Background: an optimization exercise with open tools, aiming at small area and a short achievable clock period. Do not read the settings as production practice.
At most, simulation tests tie the RTL to the original design; equivalence was not proved.
Power and IR drop assume default switching activity.

==> flow/design.v (excerpt) <==
module datapath (clk, writenum, readnum, write, datapath_in, vsel, loada, loadb, loadc, shift, asel, bsel, ALUop, loads, Z_out, datapath_out);
Size: roughly 180 flip-flops, roughly 52 I/O pins, ~9000 um2 of cells after synthesis.
clock: 5.5 ns
lec_check: 0
cap_margin: 20
core_margin: 2
core_utilization: 40
slew_margin: 20
run.sh (not shown) runs the stock make flow with config.mk's settings and CLKGATE_MAP_FILE= SYNTH_SCRIPT=/design/flow/synth_recipe.tcl, a recipe that flattens the netlist after the stock synthesis.
==> next run, changes <==
--- a/flow/config.mk
+++ b/flow/config.mk
@@ -10 +10,2 @@
-export CORE_UTILIZATION = 40
+export CORE_UTILIZATION = 60
+export SETUP_SLACK_MARGIN = 2.5
Result: The new run produced a clean layout. Non-clock buffer count rose by 51. Global-route usage goes up by 10 points. Power is higher by roughly a tenth. Sequential power is about the same. Via count goes up by a few percent. Setup slack gains 1.2 ns.
==> next run, changes <==
--- a/flow/config.mk
+++ b/flow/config.mk
@@ -11 +11 @@
-export SETUP_SLACK_MARGIN = 2.5
+export SETUP_SLACK_MARGIN = 2.0
Result: The changed run completed with no timing, DRC or antenna violations; power drops by a few percent; via count drops by a few percent; hold slack improves by 0.012 ns; routed wire length drops by a little under a tenth; final area decreases by a few percent.
==> next run, changes <==
--- a/flow/config.mk
+++ b/flow/config.mk
@@ -11 +11 @@
-export SETUP_SLACK_MARGIN = 2.0
+export SETUP_SLACK_MARGIN = 3.0
Effect: Clock skew stays flat. Design area went up by about 7%. Sequential share of layout area went down by 3.3 points. Non-clock buffer count went up by 37. Worst setup slack gets better by 0.027 ns. Area after synthesis does not change. Clock-buffer cell count is unchanged. Power went up by 6.1%.
Function was not checked in any run of this note: the RTL went through the layout flow alone.

---

Another version of the RTL of datapath (not shown whole).
Size: about 180 flip-flops.
export LEC_CHECK = 0
export CAP_MARGIN = 20
export CORE_MARGIN = 2
export CORE_UTILIZATION = 60
export CTS_BUF_LIST = sky130_fd_sc_hd__clkbuf_4 sky130_fd_sc_hd__clkbuf_8
export SETUP_SLACK_MARGIN = 3.15
export SLEW_MARGIN = 20
export SYNTH_HIERARCHICAL = 1
export SYNTH_MINIMUM_KEEP_SIZE = 0
create_clock -name core_clock -period 5.5 [get_ports {clk}]
standard.sh (not shown) runs the stock make flow with config.mk's settings and CLKGATE_MAP_FILE= SYNTH_SCRIPT=/design/flow/synth_recipe.tcl, a recipe that flattens the netlist after the stock synthesis.
==> flow/flow/run.sh <==
#!/bin/bash
# The standard layout (standard.sh), with every input and output port
# buffered by a buf_2 cell instead of the buffer the resizer picks by default.
set -euo pipefail
bash standard.sh 'BUFFER_PORTS_ARGS=-buffer_cell sky130_fd_sc_hd__buf_2' finish > make.log 2>&1
Next try:
SETUP_SLACK_MARGIN = 2.9   (was 3.15)
What happened:
- clock skew grows by 0.0037 ns
- worst setup slack got worse by 0.027 ns
- routed wire length shrinks by 5.0%
- utilization shrinks by 4.4 points
- die area stays the same
- first-iteration DRC count grows by 17%
- design area shrinks by 6.1%
- register-to-register slack improved by 0.09 ns
- worst hold slack got worse by 0.040 ns

---

## oak
datapath, a different RTL version from the one above (not shown whole).
For scale: about 740 cells after synthesis, about 180 flip-flops, about 8800 sq um of cells after synthesis.
clock: 5.5 ns
lec_check: 0
cap_margin: 20
core_margin: 2
core_utilization: 60
cts_buf_list: sky130_fd_sc_hd__clkbuf_4 sky130_fd_sc_hd__clkbuf_8
cts_cluster_size: 25
setup_slack_margin: 2.9
slew_margin: 20
synth_hierarchical: 1
synth_minimum_keep_size: 0
Scripts as last shown in full above: flow/flow/run.sh
Changes in pine relative to oak:
diff --git a/flow/config.mk b/flow/config.mk
--- a/flow/config.mk
+++ b/flow/config.mk
@@ -10 +10 @@
-export CORE_UTILIZATION = 60
+export CORE_UTILIZATION = 78
@@ -12 +11,0 @@
-export CTS_CLUSTER_SIZE = 25
### Flow results
Changes observed in pine relative to oak: maximum vdd drop moved up; starting density of the core rose 20 points; cell area fell 100 sq um.
pine against oak; length of routed wiring on met1 is down by a little under 10%.
Maximum number of pins on one net before global-route repair of pine exceeds that of oak by more than a quarter.
pine against oak: share of power burned in combinational logic +1.0 points, total power per unit cell area shows an increase of about 1%, die boundary height -about 12%, maximum net fanout on the critical path went down, total power after layout neither gained nor lost much.
pine ends up with a part of the cycle the worst path needs that is 0.70 points higher than in oak.
#### Input delta (birch over pine)
diff --git a/flow/config.mk b/flow/config.mk
--- a/flow/config.mk
+++ b/flow/config.mk
@@ -10 +10 @@
-export CORE_UTILIZATION = 78
+export CORE_UTILIZATION = 70
@@ -12 +12 @@
-export SETUP_SLACK_MARGIN = 2.9
+export SETUP_SLACK_MARGIN = 2.95
--- outcome ---
- Taking pine as the reference, in birch total power went up by 0.061 mW; die area increased by 1300 sq um relative to the old numbers.
- Against pine, birch comes in about 5% higher on non-clock buffer instance count of the final layout.
- Synthesis-to-finish area growth in birch vs pine: up 1.4 points
- On largest clock skew in the final design, the lower figure sits with birch, not pine.
- birch ends up with a clock-buffer cell count that is 2 lower than in pine.
- birch reached the end of the flow, and the finished layout is clean on the timing, design-rule and antenna checks.
- Comparing birch and pine, first-pass iteration count of the detailed router is lower on birch.
Changes in maple relative to birch:
diff --git a/flow/config.mk b/flow/config.mk
--- a/flow/config.mk
+++ b/flow/config.mk
@@ -12 +12,2 @@
-export SETUP_SLACK_MARGIN = 2.95
+export PLACE_DENSITY = 0.8
+export SETUP_SLACK_MARGIN = 2.9
==> comparison <==
[compare] base=birch new=maple: fraction of layout cells with a size suffix above 1 now sits lower, wire length on met1 now sits higher, cell count now sits at about the same level, non-clock buffer count now sits lower, first-pass GRT wire length now sits higher.
After detailed routing, birch needs more wire than maple.
Delta(area growth from synthesis to layout, maple - birch) < 0
Net switching fraction of the power ended up 1.1 points higher on maple than on birch.
Largest clock skew in the final design: maple higher than birch
| setup slack | maple vs birch | 25 ps higher |
| first-pass iteration count of the detailed router | lower: birch |
Input changes introduced in cedar (baseline for comparison: maple):
diff --git a/flow/config.mk b/flow/config.mk
--- a/flow/config.mk
+++ b/flow/config.mk
@@ -10 +10 @@
-export CORE_UTILIZATION = 70
+export CORE_UTILIZATION = 60
@@ -12 +11,0 @@
-export PLACE_DENSITY = 0.8
==> comparison <==
Summary of cedar over maple: met2 wire length picked up an extra about 2.4%; total non-filler cell area in the finished layout moved up; tightest hold margin rose 12 ps; share of total power in combinational logic flat. The ratio of routed vias to standard cells in cedar was lower than what maple gave. Comparing cedar and maple, the lower worst endpoint data arrival time was measured on maple. Relative to maple, cedar degrades post-detailed-placement half-perimeter wirelength. As far as area of the mapped netlist goes, cedar and maple are indistinguishable; the numbers are identical. Switching power total: maple vs cedar, no meaningful difference.

---

datapath, a different RTL version from the one above (not shown whole).
Size in the first run: roughly 690 cells after synthesis, ~180 flip-flops, ~0.0094 mm² of cells after synthesis.
==> flow/config.mk <==
export PLATFORM = sky130hd
export DESIGN_NAME = datapath
export DESIGN_NICKNAME = datapath
export VERILOG_FILES = /design/flow/design.v
export SDC_FILE = /design/flow/constraint.sdc
export NUM_CORES = 4
export LEC_CHECK = 0
export CAP_MARGIN = 20
export CORE_MARGIN = 2
export CORE_UTILIZATION = 60
export CTS_BUF_LIST = sky130_fd_sc_hd__clkbuf_4 sky130_fd_sc_hd__clkbuf_8
export SETUP_SLACK_MARGIN = 2.9
export SLEW_MARGIN = 20
export SYNTH_HIERARCHICAL = 1
export SYNTH_MINIMUM_KEEP_SIZE = 0
==> flow/constraint.sdc <==
create_clock -name core_clock -period 5.5 [get_ports {clk}]
set_input_delay 1.1000 -clock core_clock [delete_from_list [all_inputs] [get_ports {clk}]]
set_output_delay 1.1000 -clock core_clock [all_outputs]
set_load 0.01 [all_outputs]
==> flow/flow/run.sh <==
#!/bin/bash
# The standard layout (standard.sh), with every input and output port
# buffered by a buf_4 cell instead of the buffer the resizer picks by default.
set -euo pipefail
bash standard.sh 'BUFFER_PORTS_ARGS=-buffer_cell sky130_fd_sc_hd__buf_4' finish > make.log 2>&1
Edit:
Settings changed: CTS_BUF_LIST sky130_fd_sc_hd__clkbuf_4 sky130_fd_sc_hd__clkbuf_8 to not set, SETUP_SLACK_MARGIN 2.9 to 2.5.
The changed run finished with timing, DRC and antenna clean.
Critical path depth fell by 1.
Wire length shrinks by 3.4%.
Maximum frequency falls by 8.1%.
Total power climbs by 8.5%.
First-iteration DRC count fell by 15%.
Clock power came out higher by 38%.
Register-to-register slack degrades by 0.16 ns.
Core utilization decreases by 2.3 points.
Combinational power came out lower by 9.8%.
Design area came out lower by 3.2%.
Edit:
Settings changed: SETUP_SLACK_MARGIN 2.5 to 2.9.
After rerunning:
- fmax climbs by a little under a tenth
- power stays flat
- setup slack improved by 0.19 ns
- cell area climbs by a few percent
- wire length climbs by a few percent
- sequential power is about the same
- global-route usage climbs by 1.1 points
- worst hold slack improved by 0.019 ns
- register-to-register slack improved by 0.17 ns
- count of clock-buffer cells in the layout is unchanged
- non-clock buffer count climbs by 18

---

datapath with an RTL version that a note above also has.
For scale: about 180 flip-flops, roughly 8800 µm² of cells after synthesis.
==> flow/config.mk <==
export PLATFORM = sky130hd
export DESIGN_NAME = datapath
export DESIGN_NICKNAME = datapath
export VERILOG_FILES = /design/flow/design.v
export SDC_FILE = /design/flow/constraint.sdc
export NUM_CORES = 4
export LEC_CHECK = 0
export CAP_MARGIN = 20
export CORE_MARGIN = 2
export CORE_UTILIZATION = 70
export CTS_BUF_LIST = sky130_fd_sc_hd__clkbuf_4 sky130_fd_sc_hd__clkbuf_8
export PLACE_DENSITY = 0.9
export SETUP_SLACK_MARGIN = 2.9
export SLEW_MARGIN = 20
export SYNTH_HIERARCHICAL = 1
export SYNTH_MINIMUM_KEEP_SIZE = 0
==> flow/constraint.sdc <==
create_clock -name core_clock -period 5.5 [get_ports {clk}]
set_input_delay 1.1000 -clock core_clock [delete_from_list [all_inputs] [get_ports {clk}]]
set_output_delay 1.1000 -clock core_clock [all_outputs]
set_load 0.01 [all_outputs]
==> flow/flow/run.sh <==
#!/bin/bash
# The standard layout (standard.sh), with every input and output port
# buffered by a buf_2 cell instead of the buffer the resizer picks by default.
set -euo pipefail
bash standard.sh 'BUFFER_PORTS_ARGS=-buffer_cell sky130_fd_sc_hd__buf_2' finish > make.log 2>&1
The starting point finished clean.
Change:
Settings changed: PLACE_DENSITY 0.9 to unset, SETUP_SLACK_MARGIN 2.9 to 2.85.
The new run finished with timing, DRC and antenna clean.
Combinational power shrinks by about 2%.
Setup slack gets worse by 11 ps.
Die area is unchanged.
Maximum frequency shrinks by 0.44%.
Change:
Settings changed: SETUP_SLACK_MARGIN 2.85 to 2.9.
=>
- sequential share of layout area is about the same
- global-route usage increases by 0.40 points
- total power goes down by 1.6%
- clock power falls by 5.7%

static timing again, ports no longer ideal:
The results above use ideal ports. As a check the final layouts listed here were re-extracted and re-timed, cells and wires unchanged. Step 1 assumes that a clkbuf_16 drives the clock port and a buf_2 every other input. Step 2 moves the port delays by t, midway between the first and last clock arrival at a register: inputs arrive t later, outputs are due t later. That takes back most of the time a late clock gives input paths. Slacks: ideal / step 1 / step 2; pairs: ideal / step 1.
run	t (ns)	slack for setup (ns)	hold slack, ns	worst data-port slew with drivers (ns)	pins driven straight from the clock port
the first run of note 1	0.468	0.941 / 0.957 / 0.490	0.743 / 0.743 / 0.743	0.04	1
the second run of note 1	0.473	2.144 / 2.043 / 1.570	0.752 / 0.752 / 0.752	0.14	1
the third run of note 1	0.475	2.110 / 2.093 / 1.619	0.763 / 0.763 / 0.763	0.06	1
the fourth run of note 1	0.473	2.137 / 2.071 / 1.599	0.752 / 0.752 / 0.752	0.16	1
the first run of note 2	0.503	3.035 / 2.912 / 2.409	0.530 / 0.530 / 0.530	0.19	1
the second run of note 2	0.494	3.008 / 2.982 / 2.487	0.489 / 0.489 / 0.489	0.06	1
oak	0.493	2.964 / 2.975 / 2.482	0.500 / 0.500 / 0.500	0.05	1
pine	0.495	2.925 / 2.913 / 2.417	0.493 / 0.493 / 0.493	0.05	1
birch	0.504	2.985 / 2.980 / 2.475	0.503 / 0.503 / 0.503	0.05	1
maple	0.505	3.010 / 3.003 / 2.498	0.488 / 0.488 / 0.488	0.05	1
cedar	0.493	2.964 / 2.975 / 2.482	0.500 / 0.500 / 0.500	0.05	1
the first run of note 4	0.506	2.821 / 2.813 / 2.308	0.499 / 0.499 / 0.499	0.06	1
the second run of note 4	0.477	2.586 / 2.609 / 2.132	0.473 / 0.473 / 0.473	0.05	1
the third run of note 4	0.466	2.778 / 2.781 / 2.315	0.492 / 0.492 / 0.492	0.06	1
the first run of note 5	0.497	2.948 / 2.941 / 2.444	0.501 / 0.501 / 0.501	0.05	1
the second run of note 5	0.490	2.937 / 2.946 / 2.456	0.498 / 0.498 / 0.498	0.04	1
the third run of note 5	0.505	3.010 / 3.003 / 2.498	0.488 / 0.488 / 0.488	0.05	1
After both steps every run listed still meets setup and hold. The setup slack of the first run of note 2, which loses most, moves by -0.123 ns with the drivers and by -0.626 ns with both steps.
